From an optimization exercise on the open Yosys and OpenROAD flow, aimed at small area, a short achievable clock period and few clock cycles per item; shortcuts taken in it are not production practice.
The RTL was checked by simulation tests, not by an equivalence proof against the original design.
No activity file was given, so power comes from the tool's default toggle rates.

==> design/flow/config.mk <==
export PLATFORM = sky130hd
export DESIGN_NAME = sha1_exec
export DESIGN_NICKNAME = sha1_exec
export VERILOG_FILES = /design/flow/design.v
export SDC_FILE = /design/flow/constraint.sdc
export NUM_CORES = 4
export LEC_CHECK = 0
export ABC_CLOCK_PERIOD_IN_PS = 2500
export CAP_MARGIN = 20
export CORE_MARGIN = 2
export CORE_UTILIZATION = 40
export SETUP_SLACK_MARGIN = 5
export SLEW_MARGIN = 20
==> design/flow/constraint.sdc <==
create_clock -name core_clock -period 8.0 [get_ports {clk}]
set_input_delay 1.6000 -clock core_clock [delete_from_list [all_inputs] [get_ports {clk}]]
set_output_delay 1.6000 -clock core_clock [all_outputs]
set_load 0.01 [all_outputs]
==> design/flow/design.v <==
module dffhr (d, r, clk, q);
  parameter WIDTH = 1;
  input 			r;
  input 			clk;
  input 	[WIDTH-1:0] 	d;
  output 	[WIDTH-1:0] 	q;
  reg 		[WIDTH-1:0] 	q;
  always @ (posedge clk) 
    if ( r ) 
      q <= {WIDTH{1'b0}};
    else
      q <= d;
endmodule  
module sha1_round (cv_in, w, round, cv_out);
   input [159:0] cv_in;
   input [31:0]  w;
   input [6:0]   round;
   output [159:0] cv_out;
   reg [31:0]     k;
   reg [31:0]     f;
   wire [31:0]    a_shift;
   wire [31:0]    b_shift;
   wire [31:0]    add_result;
   wire [31:0]    a = cv_in[159:128];
   wire [31:0]    b = cv_in[127:96];
   wire [31:0]    c = cv_in[95:64];
   wire [31:0]    d = cv_in[63:32];
   wire [31:0]    e = cv_in[31:0];
   always @(round)
     begin
        k = 32'd0;
        if ((round >= 7'd0) && (round <= 7'd19))
          k = 32'h5A827999;
        if ((round >= 7'd20) && (round <= 7'd39))
          k = 32'h6ED9EBA1;
        if ((round >= 7'd40) && (round <= 7'd59))
          k = 32'h8F1BBCDC;
        if ((round >= 7'd60) && (round <= 7'd79))
          k = 32'hCA62C1D6;
     end  
   always @(round or b or c or d)
     begin
        f = 32'd0;
        if ((round >= 7'd0) && (round <= 7'd19))
          f = ((b & c) | (~b & d));
        if ((round >= 7'd20) && (round <= 7'd39))
          f = (b ^ c ^ d);
        if ((round >= 7'd40) && (round <= 7'd59))
          f = ((b & c) | (b & d) | (c & d));
        if ((round >= 7'd60) && (round <= 7'd79))
          f = (b ^ c ^ d);
     end  
   assign a_shift = {a[26:0], a[31:27]};
   assign b_shift = {b[1:0], b[31:2]};
   assign add_result = (a_shift + ((f + k) + (e + w)));
   assign cv_out = {add_result, a, b_shift, c, d};
endmodule  
module sha1_exec(clk, reset, start, data_in, load_in, cv,
  use_prev_cv, busy, out_valid, cv_next);
   input clk, reset;
   input start;
   input [31:0] data_in;
   input load_in;
   input [159:0] cv;
   input use_prev_cv;
   output        busy;
   output        out_valid;
   output [159:0] cv_next;
   reg            run;         
   reg [6:0]      e;           
   reg            feed_q;      
   reg            valid_q, busy_q;
   reg            is0, is1, le15, ring_q, ysel_q, last_q;
   reg            g0, g1, g2;   
   wire           start_nc = start & ~use_prev_cv;
   wire           step = is0 | (le15 ? feed_q : run);
   reg [6:0]      e_n;
   reg            run_n;
   always @* begin
      run_n = run;
      e_n = e;
      if (start) begin
         run_n = 1'b1;
         if (start_nc) e_n = 7'd0;
         else if (step) e_n = e + 7'd1;
      end else if (last_q) begin
         run_n = 1'b0;
         e_n = 7'd0;
      end else if (step)
        e_n = e + 7'd1;
      if (reset) begin
         run_n = 1'b0;
         e_n = 7'd0;
      end
   end
   always @(posedge clk) begin
      run     <= run_n;
      e       <= e_n;
      is0     <= (e_n == 7'd0);
      is1     <= (e_n == 7'd1);
      le15    <= (e_n <= 7'd15);
      ring_q  <= (e_n >= 7'd78);
      ysel_q  <= (e_n >= 7'd81);
      last_q  <= (e_n == 7'd82);
      g0      <= (e_n <= 7'd20);
      g1      <= (e_n >= 7'd21) & (e_n <= 7'd40);
      g2      <= (e_n >= 7'd41) & (e_n <= 7'd60);
      if (reset) begin
         feed_q  <= 1'b0;
         valid_q <= 1'b0;
         busy_q  <= 1'b1;
      end else begin
         feed_q  <= load_in | (run & le15);
         valid_q <= last_q;
         busy_q  <= ~last_q;
      end
   end
   assign out_valid = valid_q;
   assign busy = busy_q;
   reg [511:0]    w_q;
   wire [31:0]    wx = w_q[511:480] ^ w_q[447:416] ^ w_q[255:224] ^ w_q[95:64];
   wire [31:0]    wgen = {wx[30:0], wx[31]};
   wire [31:0]    w_new = run ? (le15 ? w_q[511:480] : wgen) : data_in;
   always @(posedge clk)
     if (load_in | run)
       w_q <= {w_q[479:0], w_new};
   wire [31:0]    wt = w_q[31:0];
   reg [159:0]    h_q;
   wire [31:0]    h0 = h_q[159:128];
   wire [31:0]    h1 = h_q[127:96];
   wire [31:0]    h2 = h_q[95:64];
   wire [31:0]    h3 = h_q[63:32];
   wire [31:0]    h4 = h_q[31:0];
   reg [31:0]     a, b, c, d, F, P;
   wire [31:0]    b30 = {b[1:0], b[31:2]};
   wire [31:0]    fch  = (a & b30) | (~a & c);
   wire [31:0]    fpar = a ^ b30 ^ c;
   wire [31:0]    fmaj = (a & b30) | (a & c) | (b30 & c);
   wire [31:0]    f = g0 ? fch : (g2 ? fmaj : fpar);
   wire [31:0]    K = g0 ? 32'h5A827999 : g1 ? 32'h6ED9EBA1 :
                  g2 ? 32'h8F1BBCDC : 32'hCA62C1D6;
   wire [31:0]    p_n = d + K + wt;
   wire [31:0]    a_sum = {a[26:0], a[31:27]} + F + P;
   always @(posedge clk)
     if (step) begin
        if (is0) begin
           a <= h1;
           b <= {h2[29:0], h2[31:30]};
           c <= h3;
           d <= h4;
        end else begin
           a <= is1 ? h0 : a_sum;
           b <= a;
           c <= b30;
           d <= c;
        end
        F <= f;
        P <= p_n;
     end
   wire [31:0]    y = ysel_q ? a : {a[1:0], a[31:2]};
   wire [31:0]    r_sum = h4 + y;
   always @(posedge clk)
     if (start_nc)
       h_q <= cv;
     else if (ring_q)
       h_q <= {r_sum, h0, h1, h2, h3};
   assign cv_next = h_q;
endmodule  
==> design/flow/run.sh <==
#!/bin/bash
# synth_recipe.tcl (not shown) runs the flow's synth.tcl, then flattens the netlist and writes it again
# the make line also repeats each setting of config.mk as NAME=value (left out here)
make -C /OpenROAD-flow-scripts/flow DESIGN_CONFIG=/design/flow/config.mk WORK_HOME=/design/flow/orfs CLKGATE_MAP_FILE= SYNTH_SCRIPT=/design/flow/synth_recipe.tcl finish
==> metrics list, run 1 <==
- Met3 global-route usage: 3.41%
* Fraction of registers with async set/reset: 0%
- The signal on the critical path passes through or3_4 > xnor2_4 > ha_4 > ha_4 > inv_2 > fa_2 > nor2b_2 > o31a_1 > o211ai_1 > buf_4 > a211o_1 > o211ai_1 > or4b_4 > a31oi_4 > o21bai_1 > xor2_1.
- Max Cap Viol: 0
- Period Utilization, post-route: 46.9%
- Worst Hold Slack: 0.413 ns
* Kind of start point of the critical path: flop
* Global-route met2 utilization: 33.3%
* Number of nets produced by synthesis: 2936
* Highest clock frequency the design can meet: 267 MHz
* Remaining antenna violation count after routing: 0
* Worst Slack Setup Final: 4.25 ns
* Total GRT Usage: 20.6%
- The commonest cells after synthesis are edfxtp_1 (864), mux2_2 (285), xnor2_1 (147).
* Hold path start: w_q[397]
- For the pin with the worst max-slew slack, the measured transition is 0.916 ns.
- Cts bufs inserted: 94
* Total area of sequential cells: 26400 um2
- Leftover overflow at the end of global routing: 0
* Count of placed standard cells including taps: 4129
* Unique masters post-synth: 75
- FF-to-FF End: P[29]
- Post-place instance area: 45000 um2
* Met1 GRT Util: 27.9%
* Crit path capture type: flop
- TritonCTS built the clock tree.
* Delay of the slowest critical-path stage: 0.53 ns
- The number of hold-slack violations in the final timing report is 0.
- The detailed router placed 24467 vias in this run.
- EDFF count, synth: 864
- Counting I/O delays and the setup requirement, the final critical path takes 3.75 ns.
- Averaged over all synthesized cells, the footprint is 15.6 um2.
* Sequential share of the synthesized area: 66.2%
- Global-route wire length before repair: 158000 um
* Signal arrival time at the worst endpoint: 4.16 ns
* Area used by multi-input combinational logic: 14400 um2
* Number of antenna violations at the first check in global routing: 5
- The floorplan has 115 rows.
- Maximum fanout encountered on the critical timing path: 5
* Worst reg-to-reg path cell count: 16
- The wire-length estimate of the detail-placed layout is 68700 um.
* Total buffers and inverters traversed by the critical path: 2
- Count of buffers inserted at the top-level ports: 358
* Die Y-Extent: 319 um
- Setup CP Type: flop to flop
- Number of global-route vias before repair: 25058
* Vias per inst: 5.29
- On the critical path, the stage with the largest delay is an instance of or4b_4.
- Worst path required time: 8.41 ns
- Sorting the synthesized cells by area gives the leading types as edfxtp_1 (65%), mux2_2 (8.1%), fa_1 (4.4%).
- Maximum vdd ir drop: 0.439 mV
* Clk Tree Root Cell: clkbuf_16
* WL per Instance: 23.5 um
- For this block, the initial DRC count from the detailed router was 1945.
- The net count of the finished layout is 3648.
- Synth area leader: edfxtp_1
- Cells after synthesis: 2550
* Startpoint of the worst-slack reg-to-reg timing path: g2
* Number of sinks on the clock net: 884
- The congestion estimate from routability-driven global placement came to 0.922.
* Setup repair after global routing missed its margin: true
- Counting the fill cells in the layout gives 7917.
- After synthesis the netlist holds a flip-flop and latch count of 884.
* Count leader, synth: edfxtp_1
* Setup Viol. Count Final: 0
- Total wirelength of the detailed-routed design: 109000 um
- Die outline width: 319 um
* Total standard cell area after synthesis: 39800 um2
* CTS H-Tree Depth: 3
- Cells fill 52.9% of the core in the end.
* Later-pin clock latency in the skew report: 0.67 ns
- DP Worst Slack: 3.46 ns
- The die covers 102000 um2.
- Number of optimization iterations in the first detailed-route pass: 5
- The area growth from synthesis to layout is 31.1%.
- Status: complete, no violations
- Dividing total power by cell area gives a power density of 432 nW/um2.
* Yosys top cell area share: 65.2%
- Final non-filler cell total: 4621
- Relative slew slack: 38.9%
- Yosys warnings: 1
- Delay-heaviest family, CP: compound AO/OA/AOI/OAI gates
- Once the floorplan was initialized, standard cells occupied 40.4% of the core.
- The path class of the tightest hold or removal check is flop to flop.
- Maximum buffer depth of the clock tree: 3
* Floorplan core area: 98600 um2
- Overall power consumption after layout is estimated at 22.6 mW.
- Slew Viols, Final: 0
* Hold Path Cell Cnt: 0
- Hold Path Sink: w_q[429]
- In the routed design, unresolved DRC markers number 0.
* Worst reg2reg setup slack: 4.25 ns
- Among all flip-flop cells after synthesis, the most frequent one is edfxtp_1.
- In the final timing run, aggregate negative setup slack is 0 ns.
- On the final layout, the worst clock skew is 0.0332 ns.
* Most used routing layer: met2
- Final design instance area without fill: 52200 um2
- Pin count of the biggest net entering global routing: 108
- Clock-pin slew was measured on the worst setup and hold paths at 0.07 ns.
- In this run the static leakage power is 19.4 nW.
- Count of boundary I/O pins: 359
- Fraction of final layout cells sized beyond drive strength 1: 30.9%
## layout by cell type, fill, tap and decap left out, types with 42 or more instances in the layout
master / synthesis / routed
edfxtp_1: 864 / 864
mux2_2: 285 / 278
buf_4: 0 / 271
clkdlybuf4s50_1: 0 / 195
xnor2_1: 147 / 129
nand2_1: 130 / 125
clkbuf_16: 0 / 96
inv_1: 94 / 88
a21oi_1: 114 / 86
fa_1: 87 / 82
clkdlybuf4s15_1: 0 / 78
o21ai_0: 111 / 74
ha_1: 102 / 62
buf_6: 1 / 56
nor2_1: 69 / 53
a21o_1: 49 / 49
dlygate4sd2_1: 0 / 48
a211oi_1: 50 / 42
## cell families after synthesis
group                    Yosys count  share of synthesized area (%)
AO/OA/AOI/OAI                    449                           7.24
XOR/XNOR                         191                           4.20
adder cells (fa/ha/maj)          189                           7.58
buffers and inverters            179                           1.75
flip-flops                       884                           66.2
multiplexers                     325                           9.07
AND/OR/NAND/NOR                  333                           3.95
## worst register-to-register path: cells and delay by family, from the launching register on
| kind | cells | cell delay, ns |
|---|---|---|
| AOI/OAI and AO/OA | 6 | 1.04 |
| and+or+nand+nor | 3 | 1.01 |
| adders and majority gates | 3 | 0.59 |
| DFF | 1 | 0.36 |
| xor gates and xnor gates | 2 | 0.31 |
| buffers and inverters | 2 | 0.20 |
## routing by layer
metal  routed length [um]  up-vias
met3                 6250      193
li1                     -    11054
met2                51700      863
met4                 3940        2
met5                   13        -
met1                46800    12355
## sequential cells by signal, indices dropped and copies added, names as in the netlist, 7 cells and up
signal  cells
e           7
a          32
P          32
w_q       512
F          32
b          32
d          32
h_q       160
c          32
## how the worst max path moves through the flow
stage                     startpoint     end  slack [ns]  cells after the start
final                             g2   P[29]        4.25                     16
after global routing              g2   P[29]        4.17                     16
after CTS                         g2   P[29]        4.31                     16
after detailed placement       start      g2        3.46                      8
after global placement         start      g2        3.45                      8
after floorplan              load_in  w_q[0]        2.26                      1
## repair_timing
action | in CTS | in global routing
resized for setup | 534 | 174
pin swaps | 88 | 101
setup buffers | 263 | 52
setup endpoints to repair | 1080 | 543
hold buffers | 0 | 0
cloned | 6 | 3
## power by group
part	leakage, nW	switching, mW	internal (mW)
clock	1.44	1.83	2.44
sequential	8.79	0.757	6.36
combinational	9.18	5.75	5.41
## area by class of cell
type | count | area share (%)
tap | 1287 | 3.09
clock inverter | 50 | 0.935
antenna | 1 | 0.00480
multi-input combinational | 1491 | 27.7
clock buffer | 117 | 4.77
timing repair buffer | 696 | 12.3
inverter | 95 | 0.693
sequential | 884 | 50.5
Testbench counts, summed over its fixed seeds: cycles 33,416, blocks 384.
==> run 2: changes to the inputs <==
==> design/flow/config.mk (replaced) <==
export PLATFORM = sky130hd
export DESIGN_NAME = sha1_exec
export DESIGN_NICKNAME = sha1_exec
export VERILOG_FILES = /design/flow/design.v
export SDC_FILE = /design/flow/constraint.sdc
export NUM_CORES = 4
export LEC_CHECK = 0
export CAP_MARGIN = 20
export CORE_MARGIN = 2
export CORE_UTILIZATION = 40
export SLEW_MARGIN = 20
==> run 2 against run 1 <==
Effect of this change: total power shrank 15%; clock power grew 4%; synthesized cell count is the same; sequential power grew 1%; maximum frequency shrank 21%; still clean on timing, DRC and antenna; final cell count shrank 7.0%; largest cell class unchanged; clock-buffer cell count shrank 3; critical path depth shrank 1; die area is the same; cell area shrank 8.0%; synthesized area is the same.
==> metrics list, run 2 <==
- For the pin with the worst max-slew slack, the measured transition is 1.08 ns.
- Commonest cells after routing, fill and taps aside: edfxtp_1 (864), clkdlybuf4s50_1 (358), mux2_2 (285)
- VDD sags by at most 0.260 mV.
- Initial DRC count: 1889
* Top cells by area in the synthesized netlist: edfxtp_1 (65%), mux2_2 (8.1%), fa_1 (4.4%)
- Pin count of the biggest net entering global routing: 198
- Post-CTS timing repair inserted 0 buffers for setup.
- In this run the remaining antenna-violating nets after routing total 0.
- Sequential share of the synthesized area: 66.2%
- The die covers 102000 um2.
- Starting Density: 40.4%
- Setup repair after global routing left no endpoint under its margin.
- In this run, synthesis produced a sequential element count of 884.
- Leaving out fill and tap cells, the most frequent cell in the layout is edfxtp_1.
* Status: complete, no violations
- Once layout is complete, the cells apart from fillers number 4298.
- The worst setup path is of the flop to flop kind.
- Post-cts resize count: 0
* Number of nets in the layout: 3325
* Crit path capture type: flop
* Worst-path cell with the longest stage delay: nor2_1
- EDFF count, synth: 864
* TritonCTS clock tree: done
* Fraction of final layout cells sized beyond drive strength 1: 15.7%
- The number of hold-slack violations in the final timing report came to 0.
- Adding up every negative setup slack in the final design gives 0 ns.
* Yosys top cell area share: 65.2%
* Signal arrival time at the worst endpoint: 5.15 ns
* Later-pin clock latency in the skew report: 0.66 ns
- Count leader, synth: edfxtp_1
* Cells after synthesis: 2550
* Global-route wire length before repair: 148000 um
* Fraction of registers with async set/reset: 0%
- CTS placed an instance of clkbuf_16 at the clock tree root.
* Slew Viols, Final: 0
- Relative slew slack: 27.8%
* Most common flop cell mapped by yosys: edfxtp_1
- Clock slew seen by the registers of the worst setup and hold paths: 0.06 ns
- Top cell types by occurrence after synthesis: edfxtp_1 (864), mux2_2 (285), xnor2_1 (147)
- Power density over the cells: 400 nW/um2
- Total standard cell area after synthesis: 39800 um2
- Ant diodes: 0
* Unique masters post-synth: 75
- CTS H-Tree Depth: 3
- Registers with the most flip-flops: w_q (512), h_q (160)
* Tightest Hold Check Type: flop to flop
* Delay-heaviest family, CP: simple AND/OR/NAND/NOR gates
* Yosys warnings: 1
* Number of global-route vias before repair: 23291
* Leftover overflow at the end of global routing: 0
- Avg Inst Size Synth: 15.6 um2
* P_leak: 17.3 nW
- Die outline width: 319 um
- Cts bufs inserted: 95
- Skew final: 0.0214 ns
* Maximum buffer depth of the clock tree: 3
* WL per Instance: 22.8 um
- Number of sinks on the clock net: 884
- HPWL after detailed placement: 67600 um
- The placed instances occupy a cell area of 44900 um2.
* GPL Wtd Cong: 0.861
- After detailed routing, the number of vias per cell comes to 5.26.
- Post-CTS Hold Fix Bufs: 0
- Hold path start: w_q[57]
- The area growth from synthesis to layout is 20.6%.
- For this run, design rule violations remaining after detail routing come to 0.
- Number of antenna violations at the first check in global routing: 0
* Clock period minus worst slack: 4.74 ns
- Die Y-Extent: 319 um
- Count of buffers inserted at the top-level ports: 358
* Highest clock frequency the design can meet: 211 MHz
* Total wirelength of the detailed-routed design: 98100 um
* Kind of start point of the critical path: flop
* Max Cap Viol: 0
- Synth area leader: edfxtp_1
- For this design the top-level I/O count stands at 359.
* Final design instance area without fill: 48000 um2
* Count of placed standard cells including taps: 4129
- Walking the worst path, the cells encountered are nor2_1 > and2_1 > xor2_1 > ha_1 > a21o_1 > ha_1 > o21a_1 > o21ai_0 > a211o_1 > a211o_1 > o211ai_1 > or4b_1 > a31oi_2 > o21bai_1 > xor2_1.
- Floorplan core area: 98600 um2
* Total GRT Usage: 19.1%
- Worst Hold Slack: 0.411 ns
* Number of nets produced by synthesis: 2936
* Overall via count from detail_route: 22593
* Register name with the most flops: w_q
- After floorplanning, the core was divided into 115 placement rows.
- Setup violations remaining at the end of the flow were counted as 0.
- STA puts the critical path data required time at 8.41 ns.
- Maximum fanout encountered on the critical timing path: 8
- Delay of the slowest critical-path stage: 0.73 ns
- The most critical setup path has its startpoint at g1.
- Number of optimization iterations in the first detailed-route pass: 5
- Total buffers and inverters traversed by the critical path: 0
- In this run the critical register-to-register path is launched from g1.
- The register with the most flip-flops in the layout has 512 of them.
- Period Utilization, post-route: 59.3%
-- run 2: cell count changes in the layout (fill, tap and decap cells not counted), moves of 23 or more --
cell	change
buf_4	-257
clkdlybuf4s50_1	+163
clkdlybuf4s15_1	-78
buf_6	-56
dlygate4sd2_1	-48
ha_1	+40
o21ai_0	+37
ha_4	-34
a21oi_1	+28
o21ai_1	-23
-- run 2: worst reg2reg max path, stage by stage, from the launching register on --
cell and delay, ns:
dfxtp_1 0.36, nor2_1 0.73, and2_1 0.58, xor2_1 0.14
ha_1 0.21, a21o_1 0.15, ha_1 0.40, o21a_1 0.21
o21ai_0 0.19, a211o_1 0.18, a211o_1 0.10, o211ai_1 0.16
or4b_1 0.53, a31oi_2 0.27, o21bai_1 0.13, xor2_1 0.15
-- run 2: worst paths after layout --
check	slack [ns]	depth (start not counted)	endpoint
worst max-delay path	3.26	15	P[29]
worst min-delay path	0.41	0	w_q[89]
worst max register to register	3.26	15	P[29]
worst min register to register	0.41	0	w_q[89]
-- run 2: per-layer routing --
metal,global-route usage [%],share of wire [%],vias up
li1,-,-,10392
met1,27.2,46,11433
met4,4.50,1.9,0
met5,0,0,-
met3,3.15,5.1,119
met2,30.7,47,649
-- run 2: per-stage QoR --
| stage | worst slack (ns) | power, mW | util, % |
|---|---|---|---|
| after floorplan | 1.62 | 12.4 | - |
| after global placement | 3.24 | 14.6 | 45.5 |
| after detailed placement | 3.22 | 14.7 | 45.5 |
| after CTS | 3.17 | 19.3 | 48.7 |
| after global routing | 3.05 | 20.4 | 48.7 |
| final | 3.26 | 19.2 | 48.7 |
-- run 2: cells by family (layout without fill, tap and decap cells) --
kind of cell	after synthesis	count (layout)	share of synthesized area [%]
muxes	325	325	9.07
AOI/OAI and AO/OA	449	449	7.24
adders and majority gates	189	189	7.58
buffers and inverters	179	640	1.75
and+or+nand+nor	333	333	3.95
DFF	884	884	66.2
xor gates and xnor gates	191	191	4.20
-- run 2: report_power, final --
group	leakage (nW)	internal [mW]	switching (mW)	total [mW]
Sequential	8.78	6.37	0.853	7.22
Combinational	7.03	3.32	4.23	7.55
Clock	1.53	2.60	1.85	4.46
-- run 2: area by class of cell --
cell class | instances | area [um2]
inverters | 95 | 357
multi-input cells | 1487 | 12800
well taps | 1287 | 1610
fillers | 8301 | 50600
clock inverters | 55 | 677
flip-flops and latches | 884 | 26400
repair buffers | 376 | 3770
clock buffers | 114 | 2470
==> run 3: changes to the inputs <==
--- a/design/flow/config.mk
+++ b/design/flow/config.mk
@@ -5,7 +5,9 @@
 export SDC_FILE = /design/flow/constraint.sdc
 export NUM_CORES = 4
 export LEC_CHECK = 0
+export ABC_CLOCK_PERIOD_IN_PS = 3500
 export CAP_MARGIN = 20
 export CORE_MARGIN = 2
 export CORE_UTILIZATION = 40
+export SETUP_SLACK_MARGIN = 4
 export SLEW_MARGIN = 20
==> run 3 against run 2 <==
Effect of this change: global-route usage is 0.68 points higher; maximum frequency is 18% higher; cell area is 1.6% higher; critical path depth is 1 higher; routed wire length is 4.4% higher; register-to-register slack better by 0.71 ns; die area stayed put; synthesized area stayed put; clock power is 2% lower; critical path type unchanged; largest power group unchanged; highest routed layer is now met5.
==> metrics list, run 3 <==
* P_leak: 17.7 nW
- Fill cells in the final layout number 8269.
- The die is 319 um tall.
- The count of nets left with antenna violations once routing finished came out at 0.
- WL per Instance: 23.5 um
- Number of nets in the layout: 3382
* Top cells by area in the synthesized netlist: edfxtp_1 (65%), mux2_2 (8.1%), fa_1 (4.4%)
- The cell area that synthesis handed to floorplanning was 39800 um2.
- For the pin with the worst max-slew slack, the measured transition is 1.11 ns.
- Max Cap Viol: 0
- The number of nets handed over by synthesis was 2936.
- Worst reg-to-reg path cell count: 16
* Area share of and/or/nand/nor cells after synthesis: 3.95%
* Maximum fanout encountered on the critical timing path: 5
* Overall via count from detail_route: 23310
- In the final layout, the registers with the most flip-flops are w_q (512), h_q (160).
- Global routing consumed, over all layers together, 19.8% of the routing resources.
- Arithmetic-cell share of the synthesized area counting full adders, half adders and majority gates: 7.58%
- Post-place instance area: 44900 um2
- Yosys instantiated no cell more often than edfxtp_1.
* Setup Viol. Count Final: 0
* Initial DRC count: 2141
- In this run the register-to-register setup slack is 3.97 ns.
* Later-pin clock latency in the skew report: 0.68 ns
* Fin. Hold Viols: 0
- Sequential cells were found to cover 66.2% of the synthesized design area.
- Adding up every negative setup slack in the final design gives 0 ns.
* CTS H-Tree Depth: 3
* Commonest cells after routing, fill and taps aside: edfxtp_1 (864), clkdlybuf4s50_1 (358), mux2_2 (285)
- Tightest Hold Check Type: flop to flop
* Number of antenna violations at the first check in global routing: 5
- Leading cell type in the layout, fill and taps excluded: edfxtp_1
* HPWL after detailed placement: 68000 um
* Synth area leader: edfxtp_1
- Die outline width: 319 um
* Num rows: 115
- Unique masters post-synth: 75
* Signal arrival time at the worst endpoint: 4.44 ns
* Remaining design rule violation count: 0
* Cts bufs inserted: 94
* EDFF count, synth: 864
* Main combinational cell family by area after synthesis: multiplexers
- GPL Wtd Cong: 0.916
* Signed area change from the synthesized netlist to the final layout: 22.6%
- The average instance in the mapped netlist occupies 15.6 um2.
* Number of global-route vias before repair: 23829
- VDD sags by at most 0.254 mV.
- TritonCTS clock tree: done
- Fraction of registers with async set/reset: 0%
- The critical path is of the flop to flop type.
- Pin count of the biggest net entering global routing: 225
- Clock slew seen by the registers of the worst setup and hold paths: 0.06 ns
* Die ar.: 102000 um2
- The endpoint identified for the worst register-to-register timing path is P[29].
* Total wirelength of the detailed-routed design: 102000 um
* Count of buffers inserted at the top-level ports: 358
- For this run, the leading register cell type out of synthesis is edfxtp_1.
- The worst path uses 50.4% of the clock period.
- Register name with the most flops: w_q
- Static timing analysis puts the maximum clock frequency at 248 MHz.
- Of the total power, the share spent switching nets is 36.5%.
- Counting I/O delays and the setup requirement, the final critical path takes 4.03 ns.
- Skew final: 0.0319 ns
* Power density over the cells: 402 nW/um2
- The flow ran to the end and the layout has no timing, DRC or antenna violations.
- Counting every sink on the clock net gives 884.
* Kind of start point of the critical path: flop
* Post-CTS Hold Fix Bufs: 0
- Leftover overflow at the end of global routing: 0
- Ant diodes: 0
* Fraction of power consumed by sequential logic: 36.6%
* Proportion of synthesized area in mux cells: 9.07%
- Worst path required time: 8.41 ns
- After floorplanning, the core was sized to cover 98600 um2.
* Clock share of power: 22.4%
- Maximum buffer depth of the clock tree: 3
- Combinational group share of total power: 41.0%
- Yosys warnings: 1
- After detailed routing, the number of vias per cell comes to 5.34.
* Clk Tree Root Cell: clkbuf_16
- Cells after synthesis: 2550
- Xor and xnor fraction of the mapped netlist area: 4.20%
* Fraction of final layout cells sized beyond drive strength 1: 18.5%
- In this run the critical register-to-register path is launched from g2.
- For this design the top-level I/O count stands at 359.
- The finished cells cover 48800 um2.
* Global-route wire length before repair: 153000 um
- Hold path start: w_q[50]
* Starting Density: 40.4%
- Summing the areas of all compound-gate instances in the mapped netlist gives 7.24% of the synthesized area.
* Setup repair after global routing missed its margin: true
* Worst Hold Slack: 0.413 ns
- Crit path capture type: flop
- The number of slew-limit violations in the final report was 0.
* Number of optimization iterations in the first detailed-route pass: 6
- Yosys top cell area share: 65.2%
- Top cell types by occurrence after synthesis: edfxtp_1 (864), mux2_2 (285), xnor2_1 (147)
- The worst hold path passes through 0 cells.
- Net switching power of the design: 7.16 mW
- Internal power contribution: 12.4 mW
- Relative slew slack: 26.3%
- Flip-flop count of the largest register, all copies and words added: 512
- Number of register bits inferred by synthesis: 884
* Hold Path Sink: w_q[82]
## run 3: cell counts after synthesis
Identical to the previous run, type by type.
## run 3: power by group through the flow
stage | Sequential [mW] | Combinational (mW) | Clock [mW]
2_1_floorplan | 6.98 | 5.34 | 0
3_3_place_gp | 7.32 | 7.27 | 0
3_5_place_dp | 7.33 | 7.39 | 0
4_1_cts | 7.23 | 7.67 | 4.49
5_1_grt | 7.28 | 8.82 | 4.68
6_report | 7.18 | 8.04 | 4.39
## run 3: cell families after synthesis
group | Yosys count
adder cells (fa/ha/maj) | 189
AO/OA/AOI/OAI | 449
XOR/XNOR | 191
multiplexers | 325
buffers and inverters | 179
AND/OR/NAND/NOR | 333
flip-flops | 884
## run 3: worst max-delay path, stage by stage, from the launching register on
cell	delay, ns
dfxtp_4	0.37
buf_12	0.13
or3_4	0.38
xnor2_1	0.14
ha_1	0.30
ha_2	0.18
inv_2	0.05
fa_2	0.20
nor2b_1	0.06
o31a_1	0.27
o211ai_1	0.31
a211o_1	0.19
o211ai_1	0.16
or4b_4	0.54
a31oi_4	0.23
o21bai_1	0.10
xor2_1	0.14
## run 3: timing repair
item	CTS	global route
gates resized for setup	32	23
pin swaps	12	21
endpoints found under the setup margin	43	21
endpoints found under the hold margin	0	0
gates cloned	0	2
setup buffers	31	25
## run 3: metal layers
metal  track usage, %  up-vias  routed length [um]
met5                0        -                  44
met4             4.54        6                2040
met3             3.69      163                5890
met2             32.1      786               48700
met1             27.7    11855               45700
li1                 -    10500                   -
## run 3: worst max-delay path by stage
stage	to	slack, ns	from	depth (start not counted)
floorplan	w_q[0]	2.26	load_in	1
global placement	P[29]	3.01	g0	16
detailed placement	P[29]	2.99	g0	16
CTS	h_q[159]	3.92	ysel_q	13
global route	P[29]	3.89	g2	16
finish	P[29]	3.97	g2	16
## run 3: stage by stage
| stage | setup WS [ns] | utilization (%) | std cells | total power [mW] |
|---|---|---|---|---|
| finish | 3.97 | 49.5 | 4362 | 19.6 |
| global route | 3.89 | 49.5 | 4362 | 20.8 |
| CTS | 3.92 | 49.1 | 4333 | 19.4 |
| detailed placement | 2.99 | 45.5 | 4127 | 14.7 |
| global placement | 3.01 | 45.5 | 4127 | 14.6 |
| floorplan | 2.26 | - | 2550 | 12.3 |
## run 3: layout make-up
cell class              instances  area [um2]  area share, %
clock buffers                 117        2490           5.10
clock inverters                58         617           1.26
inverters                      95         357          0.731
multi-input cells            1487       13000           26.6
flip-flops and latches        884       26400           54.1
well taps                    1287        1610           3.30
repair buffers                434        4370           8.96

==> what the ideal ports hide <==
The flow's constraints put no driver on any port. The routed layouts listed below were extracted and timed again, unchanged, in two steps. Step 1 assumes that a clkbuf_16 drives the clock port and a buf_2 every other input. Step 2 also shifts input and output timing later by t, the mid clock arrival at the registers, as if the neighbouring blocks saw the same clock. Three values: ideal, step 1, step 2; two values: the first two.
run | t (ns) | slack for setup (ns) | hold WS [ns] | worst setup path after step 2 | latest minus earliest clock arrival (ns)
run 1 | 0.720 | 4.248 / 4.248 / 4.248 | 0.413 / 0.413 / 0.413 | register to register | 0.033 / 0.033
run 2 | 0.726 | 3.256 / 3.256 / 3.256 | 0.411 / 0.411 / 0.411 | register to register | 0.029 / 0.028
run 3 | 0.736 | 3.969 / 3.969 / 3.602 | 0.413 / 0.413 / 0.413 | input to register | 0.033 / 0.033
After both steps every run listed still meets setup and hold. For run 3, which loses most, drivers alone change the setup slack by 0.000 ns; drivers and shift together by -0.367 ns.
